Background: an optimization exercise with open tools, aiming at small area. Do not read the settings as production practice.
The RTL was checked by simulation tests, not by an equivalence proof against the original design.
Power is estimated from default activity; no workload was simulated.

==> flow/design.v <==
`timescale 1ns / 1ps
module decryption_top #(
            parameter addr_witdth   = 8,
            parameter reg_width     = 16,
            parameter MST_DWIDTH    = 32,
            parameter SYS_DWIDTH    = 8
        )(
        input clk_sys,
        input rst_n,
        input [MST_DWIDTH -1 : 0]   data_i,
        input                       valid_i,
        output                      busy,
        output reg [SYS_DWIDTH - 1 : 0] data_o,
        output reg                      valid_o,
        input [addr_witdth - 1:0]   addr,
        input                       read,
        input                       write,
        input [reg_width - 1 : 0]   wdata,
        output reg [reg_width - 1 : 0] rdata,
        output reg                  done,
        output reg                  error
    );
    localparam [7:0] TOKEN = 8'hFA;
    reg [1:0]  sel;
    reg [15:0] ckey, skey, zkey;
    wire a0  = (addr == 8'd0);
    wire a16 = (addr == 8'd16);
    wire a18 = (addr == 8'd18);
    wire a20 = (addr == 8'd20);
    wire hit = a0 | a16 | a18 | a20;
    always @(posedge clk_sys) begin
        if (!rst_n) begin
            rdata <= 0; done <= 1; error <= 0;
            sel <= 0; ckey <= 0; skey <= 16'hFFFF; zkey <= 16'h0002;
        end else begin
            done  <= read | write;
            error <= ~hit;
            if (hit)
                rdata <= read ? (({16{a0}}  & {14'b0, sel}) |
                                 ({16{a16}} & ckey) |
                                 ({16{a18}} & skey) |
                                 ({16{a20}} & zkey)) : 16'd0;
            if (write & a0)  sel  <= wdata[1:0];
            if (write & a16) ckey <= wdata;
            if (write & a18) skey <= wdata;
            if (write & a20) zkey <= wdata;
        end
    end
    reg [1:0]  st;
    reg        nz;
    reg [31:0] sh;
    always @(posedge clk_sys) begin
        if (!rst_n) begin
            st <= 0; nz <= 0;
        end else begin
            if (st != 2'd0 || valid_i || nz) st <= st + 2'd1;
            if (st == 2'd3) nz <= valid_i & (|data_i);
        end
        sh[31:8] <= (st == 2'd3) ? data_i[31:8] : sh[23:0];
        sh[7:0]  <= data_i[7:0];
    end
    wire [7:0] db = sh[31:24];
    wire vc  = nz & (sel == 2'd0);
    wire scy = (sel == 2'd1);
    wire zig = (sel == 2'd2);
    wire vp  = nz & (scy | zig);           
    reg        bsy;
    reg [5:0]  ns, nzz;                    
    reg [5:0]  ci;                         
    reg [6:0]  cp;                         
    reg [7:0]  xd;                         
    reg        xv;
    wire [7:0] kn   = skey[15:8];
    wire [7:0] zk   = zkey[7:0];
    wire [5:0] nact = scy ? ns : nzz;
    wire wr  = vp & (db != TOKEN) & ~bsy;
    wire tok = vp & ~wr;
    wire [6:0] ci1 = {1'b0, ci} + 7'd1;
    wire cp_lt_n   = (cp < {1'b0, nact});
    wire clr_s = ({1'b0, ci1} >= {1'b0, kn}) & ~cp_lt_n;
    wire clr   = scy ? clr_s : (zig & bsy & ~cp_lt_n);
    wire act   = bsy & ~clr;
    wire [5:0] m   = cp[5:0];
    wire [5:0] q   = {2'd0, m[5:2]};
    wire [5:0] h2  = nzz[5:1] + {5'd0, nzz[0]};                 
    wire [5:0] a31 = {2'd0, nzz[5:2]} + {5'd0, |nzz[1:0]};       
    wire [5:0] a3s = {2'd0, nzz[5:2]} + {1'b0, nzz[5:2], 1'b0}
                   + {4'd0, nzz[1], ~nzz[1] & nzz[0]};        
    reg  [5:0] zb, zo;
    always @(*) begin
        zb = m; zo = 6'd0;
        if (zk == 8'd2) begin
            zb = {1'b0, m[5:1]};
            zo = m[0] ? h2 : 6'd0;
        end else if (zk == 8'd3) begin
            case (m[1:0])
                2'd0: begin zb = q;                  zo = 6'd0; end
                2'd1: begin zb = {q[4:0], 1'b0};     zo = a31;  end
                2'd2: begin zb = q;                  zo = a3s;  end
                default: begin zb = {q[4:0], 1'b1};  zo = a31;  end
            endcase
        end
    end
    wire [5:0] za = zb + zo;
    wire [6:0] sa  = cp_lt_n ? cp : ci1;
    wire [5:0] ra  = scy ? sa[5:0] : za;
    wire       rin = ~scy | cp_lt_n | (ci1 < {1'b0, ns});
    reg [7:0] mem [0:53];
    function [5:0] phys(input z, input [5:0] p);
        phys = (z && p < 6'd2) ? {4'b1101, p[1:0]} : p;
    endfunction
    wire [5:0] wa = phys(zig, nact);
    wire [5:0] pa = phys(zig, ra);
    wire [7:0] rlo = 8'd1 << pa[2:0];
    wire [7:0] rhi = {7'd0, rin} << pa[5:3];
    reg  [7:0] rgrp [0:6];
    reg  [7:0] rd;
    integer k;
    always @(*) begin
        for (k = 0; k < 7; k = k + 1) rgrp[k] = 8'd0;
        for (k = 0; k < 54; k = k + 1)
            if (k < 49 || k > 51)
                rgrp[k / 8] = rgrp[k / 8] | (mem[k] & {8{rlo[k % 8]}});
        rd = 8'd0;
        for (k = 0; k < 7; k = k + 1) rd = rd | (rgrp[k] & {8{rhi[k]}});
    end
    always @(posedge clk_sys) begin
        if (wr) mem[wa] <= db;
    end
    always @(posedge clk_sys) begin
        if (!rst_n) begin
            bsy <= 0; ns <= 0; nzz <= 0; ci <= 0; cp <= 0;
            xd <= 0; xv <= 0; data_o <= 0; valid_o <= 0;
        end else begin
            data_o  <= xd;
            valid_o <= xv;
            xd <= act ? rd : (vc ? db - ckey[7:0] : 8'd0);
            xv <= act | vc;
            if (clr) begin
                bsy <= 0; ci <= 0; cp <= 0;
                if (scy) ns <= 0; else nzz <= 0;
            end else begin
                if (tok) bsy <= 1;
                if (wr) begin
                    if (scy) ns <= ns + 6'd1; else nzz <= nzz + 6'd1;
                end
                if (bsy) begin
                    if (scy) begin
                        cp <= sa + kn[6:0];
                        if (cp_lt_n) begin
                            if (tok) ci <= 0;
                        end else begin
                            ci <= ci1[5:0];
                        end
                    end else begin
                        cp <= cp + 7'd1;
                    end
                end else if (tok) begin
                    ci <= 0; cp <= 0;
                end
            end
        end
    end
    assign busy = bsy;
endmodule
Settings: LEC_CHECK=0, CAP_MARGIN=20, CORE_MARGIN=2, CORE_UTILIZATION=40, PLACE_DENSITY=0.6, SLEW_MARGIN=20; clock period 7.5 ns.
run.sh (not shown) runs the stock make flow with config.mk's settings and CLKGATE_MAP_FILE= SYNTH_SCRIPT=/design/flow/synth_recipe.tcl, a recipe that flattens the netlist after the stock synthesis.
Rerun with:
--- a/flow/design.v
+++ b/flow/design.v
@@ -79,53 +79,38 @@
     wire cp_lt_n   = (cp < {1'b0, nact});
     wire clr_s = ({1'b0, ci1} >= {1'b0, kn}) & ~cp_lt_n;
     wire clr   = scy ? clr_s : (zig & bsy & ~cp_lt_n);
     wire act   = bsy & ~clr;
     wire [5:0] m   = cp[5:0];
+    wire [5:0] h2  = nzz[5:1] + {5'd0, nzz[0]};                
+    wire [5:0] a31 = {2'd0, nzz[5:2]} + {5'd0, |nzz[1:0]};      
+    wire [5:0] a32 = {1'b0, nzz[5:2], 1'b0} + {5'd0, (nzz[1:0] > 2'd1)};
     wire [5:0] q   = {2'd0, m[5:2]};
-    wire [5:0] h2  = nzz[5:1] + {5'd0, nzz[0]};                 
-    wire [5:0] a31 = {2'd0, nzz[5:2]} + {5'd0, |nzz[1:0]};       
-    wire [5:0] a3s = {2'd0, nzz[5:2]} + {1'b0, nzz[5:2], 1'b0}
-                   + {4'd0, nzz[1], ~nzz[1] & nzz[0]};        
-    reg  [5:0] zb, zo;
+    reg  [6:0] za;
     always @(*) begin
-        zb = m; zo = 6'd0;
-        if (zk == 8'd2) begin
-            zb = {1'b0, m[5:1]};
-            zo = m[0] ? h2 : 6'd0;
-        end else if (zk == 8'd3) begin
+        if (zk == 8'd2)
+            za = {2'd0, m[5:1]} + (m[0] ? {1'b0, h2} : 7'd0);
+        else if (zk == 8'd3)
             case (m[1:0])
-                2'd0: begin zb = q;                  zo = 6'd0; end
-                2'd1: begin zb = {q[4:0], 1'b0};     zo = a31;  end
-                2'd2: begin zb = q;                  zo = a3s;  end
-                default: begin zb = {q[4:0], 1'b1};  zo = a31;  end
+                2'd0: za = {1'b0, q};
+                2'd1: za = {q, 1'b0} + {1'b0, a31};
+                2'd2: za = {1'b0, q} + {1'b0, a31} + {1'b0, a32};
+                default: za = {q, 1'b1} + {1'b0, a31};
             endcase
-        end
+        else
+            za = {1'b0, m};
     end
-    wire [5:0] za = zb + zo;
-    wire [6:0] sa  = cp_lt_n ? cp : ci1;
-    wire [5:0] ra  = scy ? sa[5:0] : za;
-    wire       rin = ~scy | cp_lt_n | (ci1 < {1'b0, ns});
-    reg [7:0] mem [0:53];
+    wire [6:0] sa = cp_lt_n ? cp : ci1;
+    wire [6:0] ra = scy ? sa : za;
+    wire       rin = (ra < {1'b0, nact});
+    reg [7:0] mem [0:54];
     function [5:0] phys(input z, input [5:0] p);
-        phys = (z && p < 6'd2) ? {4'b1101, p[1:0]} : p;
+        phys = (z && p < 6'd3) ? (6'd52 + p) : p;
     endfunction
     wire [5:0] wa = phys(zig, nact);
-    wire [5:0] pa = phys(zig, ra);
-    wire [7:0] rlo = 8'd1 << pa[2:0];
-    wire [7:0] rhi = {7'd0, rin} << pa[5:3];
-    reg  [7:0] rgrp [0:6];
-    reg  [7:0] rd;
-    integer k;
-    always @(*) begin
-        for (k = 0; k < 7; k = k + 1) rgrp[k] = 8'd0;
-        for (k = 0; k < 54; k = k + 1)
-            if (k < 49 || k > 51)
-                rgrp[k / 8] = rgrp[k / 8] | (mem[k] & {8{rlo[k % 8]}});
-        rd = 8'd0;
-        for (k = 0; k < 7; k = k + 1) rd = rd | (rgrp[k] & {8{rhi[k]}});
-    end
+    wire [5:0] pa = phys(zig, ra[5:0]);
+    wire [7:0] rd = rin ? mem[pa] : 8'd0;
     always @(posedge clk_sys) begin
         if (wr) mem[wa] <= db;
     end
     always @(posedge clk_sys) begin
         if (!rst_n) begin
@@ -144,15 +129,16 @@
                 if (wr) begin
                     if (scy) ns <= ns + 6'd1; else nzz <= nzz + 6'd1;
                 end
                 if (bsy) begin
                     if (scy) begin
-                        cp <= sa + kn[6:0];
                         if (cp_lt_n) begin
+                            cp <= cp + kn[6:0];
                             if (tok) ci <= 0;
                         end else begin
                             ci <= ci1[5:0];
+                            cp <= ci1 + kn[6:0];
                         end
                     end else begin
                         cp <= cp + 7'd1;
                     end
                 end else if (tok) begin
Result:
- first-iteration DRC count barely changes
- fmax decreases by 5.5%
- count of clock-buffer cells in the layout decreases by 2
- hold slack gets worse by 0.0059 ns
- design area increases by 8.2%

the previous run:
// decryption_top: RTL as listed in full above, without the edits since
export LEC_CHECK = 0
export CAP_MARGIN = 20
export CORE_MARGIN = 2
export CORE_UTILIZATION = 55
export PLACE_DENSITY = 0.7
export SLEW_MARGIN = 20
create_clock -name core_clock -period 7.5 [get_ports {clk_sys}]
standard.sh (not shown) runs the stock make flow with config.mk's settings and CLKGATE_MAP_FILE= SYNTH_SCRIPT=/design/flow/synth_recipe.tcl, a recipe that flattens the netlist after the stock synthesis.
==> flow/flow/run.sh <==
#!/bin/bash
# Standard ORFS layout (the standard.sh) with three changes:
#  - synthesis maps the logic with an area-oriented ABC script (abc_area.script)
#    instead of ORFS's delay-oriented one; everything else in the standard flow's synthesis
#    script (registers, flattening, renaming) is unchanged
#  - clock tree synthesis without dummy loads, built from clkbuf_8 in clusters
#    of up to 16 sinks
#  - port buffers use the smallest buffer cell
set -euo pipefail
cd "$(dirname "$0")/.."
here=$(pwd)
{
  echo 'proc abc {args} {'
  echo '  set i [lsearch $args -script]'
  echo "  if {\$i >= 0} { lset args [expr {\$i + 1}] $here/flow/abc_area.script }"
  echo '  yosys abc {*}$args'
  echo '}'
  cat synth_recipe.tcl
} > flow_synth.tcl
grep -q "$here/synth_recipe.tcl" standard.sh
sed "s#$here/synth_recipe.tcl#$here/flow_synth.tcl#" standard.sh > flow_standard.sh
export CTS_ARGS="-sink_clustering_enable -repair_clock_nets -dont_use_dummy_load -buf_list {sky130_fd_sc_hd__clkbuf_8} -sink_clustering_size 16 -sink_clustering_max_diameter 60"
export BUFFER_PORTS_ARGS="-buffer_cell sky130_fd_sc_hd__buf_1"
bash flow_standard.sh > standard.log 2>&1
==> flow/flow/abc_area.script <==
strash
&get -n
&st
&syn2
&dch -f
&nf -R 1000 -p
&put
strash
dch -f
amap
Setup changes, the previous run to the current run
--- a/flow/design.v
+++ b/flow/design.v
@@ -67,12 +67,13 @@
     reg        bsy;
     reg [5:0]  ns, nzz;                    
     reg [5:0]  ci;                         
     reg [6:0]  cp;                         
     reg [7:0]  xd;                         
     reg        xv;
+    reg        xa;                         
     wire [7:0] kn   = skey[15:8];
     wire [7:0] zk   = zkey[7:0];
     wire [5:0] nact = scy ? ns : nzz;
     wire wr  = vp & (db != TOKEN) & ~bsy;
     wire tok = vp & ~wr;
     wire [6:0] ci1 = {1'b0, ci} + 7'd1;
@@ -108,14 +109,14 @@
     reg [7:0] mem [0:53];
     function [5:0] phys(input z, input [5:0] p);
         phys = (z && p < 6'd2) ? {4'b1101, p[1:0]} : p;
     endfunction
     wire [5:0] wa = phys(zig, nact);
     wire [5:0] pa = phys(zig, ra);
-    wire [7:0] rlo = 8'd1 << pa[2:0];
-    wire [7:0] rhi = {7'd0, rin} << pa[5:3];
+    wire [7:0] rlo = 8'd1 << xd[2:0];
+    wire [7:0] rhi = {7'd0, xd[6]} << xd[5:3];
     reg  [7:0] rgrp [0:6];
     reg  [7:0] rd;
     integer k;
     always @(*) begin
         for (k = 0; k < 7; k = k + 1) rgrp[k] = 8'd0;
         for (k = 0; k < 54; k = k + 1)
@@ -127,18 +128,19 @@
     always @(posedge clk_sys) begin
         if (wr) mem[wa] <= db;
     end
     always @(posedge clk_sys) begin
         if (!rst_n) begin
             bsy <= 0; ns <= 0; nzz <= 0; ci <= 0; cp <= 0;
-            xd <= 0; xv <= 0; data_o <= 0; valid_o <= 0;
+            xd <= 0; xv <= 0; xa <= 0; data_o <= 0; valid_o <= 0;
         end else begin
-            data_o  <= xd;
+            data_o  <= xa ? rd : xd;
             valid_o <= xv;
-            xd <= act ? rd : (vc ? db - ckey[7:0] : 8'd0);
+            xd <= act ? {1'b0, rin, pa} : (vc ? db - ckey[7:0] : 8'd0);
             xv <= act | vc;
+            xa <= act;
             if (clr) begin
                 bsy <= 0; ci <= 0; cp <= 0;
                 if (scy) ns <= 0; else nzz <= 0;
             end else begin
                 if (tok) bsy <= 1;
                 if (wr) begin
Total number of placement rows went up slightly going from the previous run to the current run.
Final cell count across the current run and the previous run: no real change.
The current run vs the previous run — highest clock rate climbed by more than 10%
Compared the previous run against the current run; instance count after placement with tap cells included within noise.
Going from the previous run to the current run, global routing usage on met1 shows a reduction of 0.43 points; area used by multi-input combinational logic shows an increase of 0.54%.
Synthesized area divided by synthesized cell count (the current run vs. the previous run) increases slightly
Looking at global-route met2 utilization, the current run sits 2.9 points below the previous run.
The current run and the previous run ended up with nearly the same fraction of area in clock buffers and inverters.
On number of multi-input combinational cells, the current run and the previous run are neck and neck.
Horizontal die dimension of the previous run is on par with the current run.
Relative to the previous run, the fill cell instance count of the final layout measured on the current run has increased by a few percent.
The total power of the previous run and that of the current run are within noise of each other.

== exp/delta ==
Another version of the RTL of decryption_top (not shown whole).
For scale: roughly 550 flip-flops, ~0.021 mm2 of cells after synthesis.
==> module decryption_top, before the edit <==
module decryption_top #(
            parameter addr_witdth   = 8,
            parameter reg_width     = 16,
            parameter MST_DWIDTH    = 32,
            parameter SYS_DWIDTH    = 8
        )(
        input clk_sys,
        input rst_n,
        input [MST_DWIDTH -1 : 0]   data_i,
        input                       valid_i,
        output                      busy,
        output reg [SYS_DWIDTH - 1 : 0] data_o,
        output reg                      valid_o,
        input [addr_witdth - 1:0]   addr,
        input                       read,
        input                       write,
        input [reg_width - 1 : 0]   wdata,
        output reg [reg_width - 1 : 0] rdata,
        output reg                  done,
        output reg                  error
    );
    localparam [7:0] TOKEN = 8'hFA;
    reg [1:0]  sel;
    reg [15:0] ckey, skey, zkey;
    wire a0  = (addr == 8'd0);
    wire a16 = (addr == 8'd16);
    wire a18 = (addr == 8'd18);
    wire a20 = (addr == 8'd20);
    wire hit = a0 | a16 | a18 | a20;
    always @(posedge clk_sys) begin
        if (!rst_n) begin
            rdata <= 0; done <= 1; error <= 0;
            sel <= 0; ckey <= 0; skey <= 16'hFFFF; zkey <= 16'h0002;
        end else begin
            done  <= read | write;
            error <= ~hit;
            if (hit)
                rdata <= read ? (({16{a0}}  & {14'b0, sel}) |
                                 ({16{a16}} & ckey) |
                                 ({16{a18}} & skey) |
                                 ({16{a20}} & zkey)) : 16'd0;
            if (write & a0)  sel  <= wdata[1:0];
            if (write & a16) ckey <= wdata;
            if (write & a18) skey <= wdata;
            if (write & a20) zkey <= wdata;
        end
    end
    reg [1:0]  st;
    reg        nz;
    reg [31:0] sh;
    always @(posedge clk_sys) begin
        if (!rst_n) begin
            st <= 0; nz <= 0;
        end else begin
            if (st != 2'd0 || valid_i || nz) st <= st + 2'd1;
            if (st == 2'd3) nz <= valid_i & (|data_i);
        end
        sh[31:8] <= (st == 2'd3) ? data_i[31:8] : sh[23:0];
        sh[7:0]  <= data_i[7:0];
    end
    wire [7:0] db = sh[31:24];
    wire vc  = nz & (sel == 2'd0);
    wire scy = (sel == 2'd1);
    wire zig = (sel == 2'd2);
    wire vp  = nz & (scy | zig);           
    reg        bsy;
    reg [5:0]  na;                         
    reg        nown;                       
    reg [1:0]  nlo;                        
    reg [5:0]  ci;                         
    reg [6:0]  cp;                         
    reg [7:0]  xd;                         
    reg        xv;
    reg        xa;                         
    wire [7:0] kn   = skey[15:8];
    wire [7:0] zk   = zkey[7:0];
    wire [5:0] nact = na;
    wire       nswap = (scy & nown) | (zig & ~nown);
    wire wr  = vp & (db != TOKEN) & ~bsy;
    wire tok = vp & ~wr;
    wire [6:0] ci1 = {1'b0, ci} + 7'd1;
    wire cp_lt_n   = (cp < {1'b0, nact});
    wire clr_s = ({1'b0, ci1} >= {1'b0, kn}) & ~cp_lt_n;
    wire clr   = scy ? clr_s : (zig & bsy & ~cp_lt_n);
    wire act   = bsy & ~clr;
    wire [5:0] m   = cp[5:0];
    wire [5:0] q   = {2'd0, m[5:2]};
    wire [5:0] h2  = na[5:1] + {5'd0, na[0]};                 
    wire [5:0] a31 = {2'd0, na[5:2]} + {5'd0, |na[1:0]};       
    wire [5:0] a3s = {2'd0, na[5:2]} + {1'b0, na[5:2], 1'b0}
                   + {4'd0, na[1], ~na[1] & na[0]};        
    reg  [5:0] zb, zo;
    always @(*) begin
        zb = m; zo = 6'd0;
        if (zk == 8'd2) begin
            zb = {1'b0, m[5:1]};
            zo = m[0] ? h2 : 6'd0;
        end else if (zk == 8'd3) begin
            case (m[1:0])
                2'd0: begin zb = q;                  zo = 6'd0; end
                2'd1: begin zb = {q[4:0], 1'b0};     zo = a31;  end
                2'd2: begin zb = q;                  zo = a3s;  end
                default: begin zb = {q[4:0], 1'b1};  zo = a31;  end
            endcase
        end
    end
    wire [5:0] za = zb + zo;
    wire [6:0] sa  = cp_lt_n ? cp : ci1;
    wire [5:0] ra  = scy ? sa[5:0] : za;
    wire       rin = ~scy | cp_lt_n | (ci1 < {1'b0, na});
    reg [7:0] mem [0:53];
    function [5:0] phys(input z, input [5:0] p);
        phys = (z && p < 6'd2) ? {4'b1101, p[1:0]} : p;
    endfunction
    wire [5:0] wa = phys(zig, nact);
    wire [5:0] pa = phys(zig, ra);
    wire [7:0] rlo = 8'd1 << xd[2:0];
    wire [7:0] rhi = {7'd0, xd[6]} << xd[5:3];
    reg  [7:0] rgrp [0:6];
    reg  [7:0] rd;
    integer k;
    always @(*) begin
        for (k = 0; k < 7; k = k + 1) rgrp[k] = 8'd0;
        for (k = 0; k < 54; k = k + 1)
            if (k < 49 || k > 51)
                rgrp[k / 8] = rgrp[k / 8] | (mem[k] & {8{rlo[k % 8]}});
        rd = 8'd0;
        for (k = 0; k < 7; k = k + 1) rd = rd | (rgrp[k] & {8{rhi[k]}});
    end
    always @(posedge clk_sys) begin
        if (wr) mem[wa] <= db;
    end
    always @(posedge clk_sys) begin
        if (!rst_n) begin
            bsy <= 0; na <= 0; nown <= 0; nlo <= 0; ci <= 0; cp <= 0;
            xd <= 0; xv <= 0; xa <= 0; data_o <= 0; valid_o <= 0;
        end else begin
            data_o  <= xa ? rd : xd;
            valid_o <= xv;
            xd <= act ? {1'b0, rin, pa} : (vc ? db - ckey[7:0] : 8'd0);
            xv <= act | vc;
            xa <= act;
            if (nswap) begin
                na <= {4'd0, nlo}; nlo <= na[1:0]; nown <= ~nown;
            end else if (clr) begin
                bsy <= 0; ci <= 0; cp <= 0;
                na <= 0;
            end else begin
                if (tok) bsy <= 1;
                if (wr) na <= na + 6'd1;
                if (bsy) begin
                    if (scy) begin
                        cp <= sa + kn[6:0];
                        if (cp_lt_n) begin
                            if (tok) ci <= 0;
                        end else begin
                            ci <= ci1[5:0];
                        end
                    end else begin
                        cp <= cp + 7'd1;
                    end
                end else if (tok) begin
                    ci <= 0; cp <= 0;
                end
            end
        end
    end
    assign busy = bsy;
endmodule
Settings: LEC_CHECK=0, CAP_MARGIN=20, CORE_MARGIN=2, CORE_UTILIZATION=65, PLACE_DENSITY=0.78, SLEW_MARGIN=20; clock period 7.5 ns.
==> flow/flow/run.sh <==
#!/bin/bash
# Standard ORFS layout (the standard.sh) with these changes:
#  - synthesis maps the logic with an area-oriented ABC script (abc_area.script)
#    instead of ORFS's delay-oriented one, leaves adders and comparators to ABC
#    (no extract_fa, no Kogge-Stone carry lookahead); everything else in
#    the standard flow's synthesis script (registers, flattening, renaming) is unchanged
#  - clock tree synthesis without dummy loads, built from clkbuf_8 in clusters
#    of up to 16 sinks
#  - port buffers use the smallest buffer cell
set -euo pipefail
cd "$(dirname "$0")/.."
here=$(pwd)
{
  echo 'proc abc {args} {'
  echo '  set i [lsearch $args -script]'
  echo "  if {\$i >= 0} { lset args [expr {\$i + 1}] $here/flow/abc_area.script }"
  echo '  yosys abc {*}$args'
  echo '}'
  echo 'proc extract_fa {args} { puts "extract_fa skipped" }'
  cat synth_recipe.tcl
} > flow_synth.tcl
grep -q "$here/synth_recipe.tcl" standard.sh
sed "s#$here/synth_recipe.tcl#$here/flow_synth.tcl#" standard.sh > flow_standard.sh
export SYNTH_OPERATIONS_ARGS=" "
export CTS_ARGS="-sink_clustering_enable -repair_clock_nets -dont_use_dummy_load -buf_list {sky130_fd_sc_hd__clkbuf_8} -sink_clustering_size 16 -sink_clustering_max_diameter 60"
export BUFFER_PORTS_ARGS="-buffer_cell sky130_fd_sc_hd__buf_1"
bash flow_standard.sh > standard.log 2>&1
==> flow/flow/abc_area.script <==
strash
&get -n
&st
&syn2
&dch -f
&nf -R 1000 -p
&put
strash
dch -f
amap -F 3 -A 8
Input-level comparison between exp/lagoon and exp/delta:
-- flow/design.v --
<<< exp/delta, line 66
    wire vp  = nz & (scy | zig);           
    reg        bsy;
    reg [5:0]  na;                         
    reg        nown;                       
    reg [1:0]  nlo;                        
    reg [5:0]  ci;                         
    reg [6:0]  cp;                         
>>> exp/lagoon, line 66
    wire vp  = nz & (scy | zig);           
    reg        bsy;
    reg [5:0]  ns, nzz;                    
    reg [5:0]  ci;                         
    reg [6:0]  cp;                         
<<< exp/delta, line 76
    wire [7:0] kn   = skey[15:8];
    wire [7:0] zk   = zkey[7:0];
    wire [5:0] nact = na;
    wire       nswap = (scy & nown) | (zig & ~nown);
    wire wr  = vp & (db != TOKEN) & ~bsy;
    wire tok = vp & ~wr;
>>> exp/lagoon, line 74
    wire [7:0] kn   = skey[15:8];
    wire [7:0] zk   = zkey[7:0];
    wire [5:0] nact = scy ? ns : nzz;
    wire wr  = vp & (db != TOKEN) & ~bsy;
    wire tok = vp & ~wr;
<<< exp/delta, line 87
    wire [5:0] m   = cp[5:0];
    wire [5:0] q   = {2'd0, m[5:2]};
    wire [5:0] h2  = na[5:1] + {5'd0, na[0]};                 
    wire [5:0] a31 = {2'd0, na[5:2]} + {5'd0, |na[1:0]};       
    wire [5:0] a3s = {2'd0, na[5:2]} + {1'b0, na[5:2], 1'b0}
                   + {4'd0, na[1], ~na[1] & na[0]};        
    reg  [5:0] zb, zo;
    always @(*) begin
>>> exp/lagoon, line 84
    wire [5:0] m   = cp[5:0];
    wire [5:0] q   = {2'd0, m[5:2]};
    wire [5:0] h2  = nzz[5:1] + {5'd0, nzz[0]};                 
    wire [5:0] a31 = {2'd0, nzz[5:2]} + {5'd0, |nzz[1:0]};       
    wire [5:0] a3s = {2'd0, nzz[5:2]} + {1'b0, nzz[5:2], 1'b0}
                   + {4'd0, nzz[1], ~nzz[1] & nzz[0]};        
    reg  [5:0] zb, zo;
    always @(*) begin
<<< exp/delta, line 109
    wire [6:0] sa  = cp_lt_n ? cp : ci1;
    wire [5:0] ra  = scy ? sa[5:0] : za;
    wire       rin = ~scy | cp_lt_n | (ci1 < {1'b0, na});
    reg [7:0] mem [0:53];
    function [5:0] phys(input z, input [5:0] p);
>>> exp/lagoon, line 106
    wire [6:0] sa  = cp_lt_n ? cp : ci1;
    wire [5:0] ra  = scy ? sa[5:0] : za;
    wire       rin = ~scy | cp_lt_n | (ci1 < {1'b0, ns});
    reg [7:0] mem [0:53];
    function [5:0] phys(input z, input [5:0] p);
<<< exp/delta, line 134
    always @(posedge clk_sys) begin
        if (!rst_n) begin
            bsy <= 0; na <= 0; nown <= 0; nlo <= 0; ci <= 0; cp <= 0;
            xd <= 0; xv <= 0; xa <= 0; data_o <= 0; valid_o <= 0;
        end else begin
>>> exp/lagoon, line 131
    always @(posedge clk_sys) begin
        if (!rst_n) begin
            bsy <= 0; ns <= 0; nzz <= 0; ci <= 0; cp <= 0;
            xd <= 0; xv <= 0; xa <= 0; data_o <= 0; valid_o <= 0;
        end else begin
<<< exp/delta, line 142
            xv <= act | vc;
            xa <= act;
            if (nswap) begin
                na <= {4'd0, nlo}; nlo <= na[1:0]; nown <= ~nown;
            end else if (clr) begin
                bsy <= 0; ci <= 0; cp <= 0;
                na <= 0;
            end else begin
                if (tok) bsy <= 1;
                if (wr) na <= na + 6'd1;
                if (bsy) begin
                    if (scy) begin
>>> exp/lagoon, line 139
            xv <= act | vc;
            xa <= act;
            if (clr) begin
                bsy <= 0; ci <= 0; cp <= 0;
                if (scy) ns <= 0; else nzz <= 0;
            end else begin
                if (tok) bsy <= 1;
                if (wr) begin
                    if (scy) ns <= ns + 6'd1; else nzz <= nzz + 6'd1;
                end
                if (bsy) begin
                    if (scy) begin
==> comparison <==
- Compared with exp/delta, exp/lagoon shows count of nets after finishing higher by 19.
- exp/lagoon vs. exp/delta: area added between synthesis and finish stayed essentially flat; internal power summed over all cells stayed essentially flat; total power stayed essentially flat; floorplan die height stayed essentially flat; shortest clock period the worst path allows after layout rose by 0.43 ns.
- Number of filler instances in the final layout of exp/lagoon exceeds that of exp/delta by a few percent.
- Relative to exp/delta, number of clock sinks seen by CTS increased by 3 in exp/lagoon.
- Delta (exp/lagoon minus exp/delta): cell count now sits higher; multi-input combinational cell count increased 12.
- Non-clock buffer count delta for exp/lagoon relative to exp/delta: about 1.7% lower
- Compared with exp/delta, in exp/lagoon clock skew now sits higher, number of flip-flops and latches in the synthesized netlist now sits higher, final sequential cell count now sits higher.

==> what the ideal ports hide <==
No port has a modelled driver above. Below, the same layouts with a new extraction and two added sets of constraints. Step 1, drivers: a clkbuf_16 drives clk_sys and a buf_2 each remaining input, both assumed. Step 2, shift: input delay + t, output delay - t, t = (earliest + latest rising clock arrival at the registers) / 2. This alone moves slack from input paths to output paths. Three values: ideal, step 1, step 2; two values: the first two.
run	shift t [ns]	setup slack, ns	hold WS [ns]	latest minus earliest clock arrival (ns)
the first run of note 1	0.672	1.341 / 1.341 / 1.341	0.451 / 0.451 / 0.451	0.014 / 0.014
the second run of note 1	0.653	0.985 / 0.985 / 0.985	0.445 / 0.445 / 0.445	0.026 / 0.026
the previous run	0.664	0.399 / 0.399 / 0.399	0.450 / 0.450 / 0.450	0.057 / 0.057
the current run	0.630	1.129 / 1.129 / 1.129	0.450 / 0.450 / 0.450	0.070 / 0.070
exp/delta	0.612	2.074 / 2.074 / 2.074	0.456 / 0.456 / 0.456	0.082 / 0.082
exp/lagoon	0.611	1.642 / 1.642 / 1.642	0.454 / 0.454 / 0.454	0.100 / 0.099
After both steps every run listed still meets setup and hold.
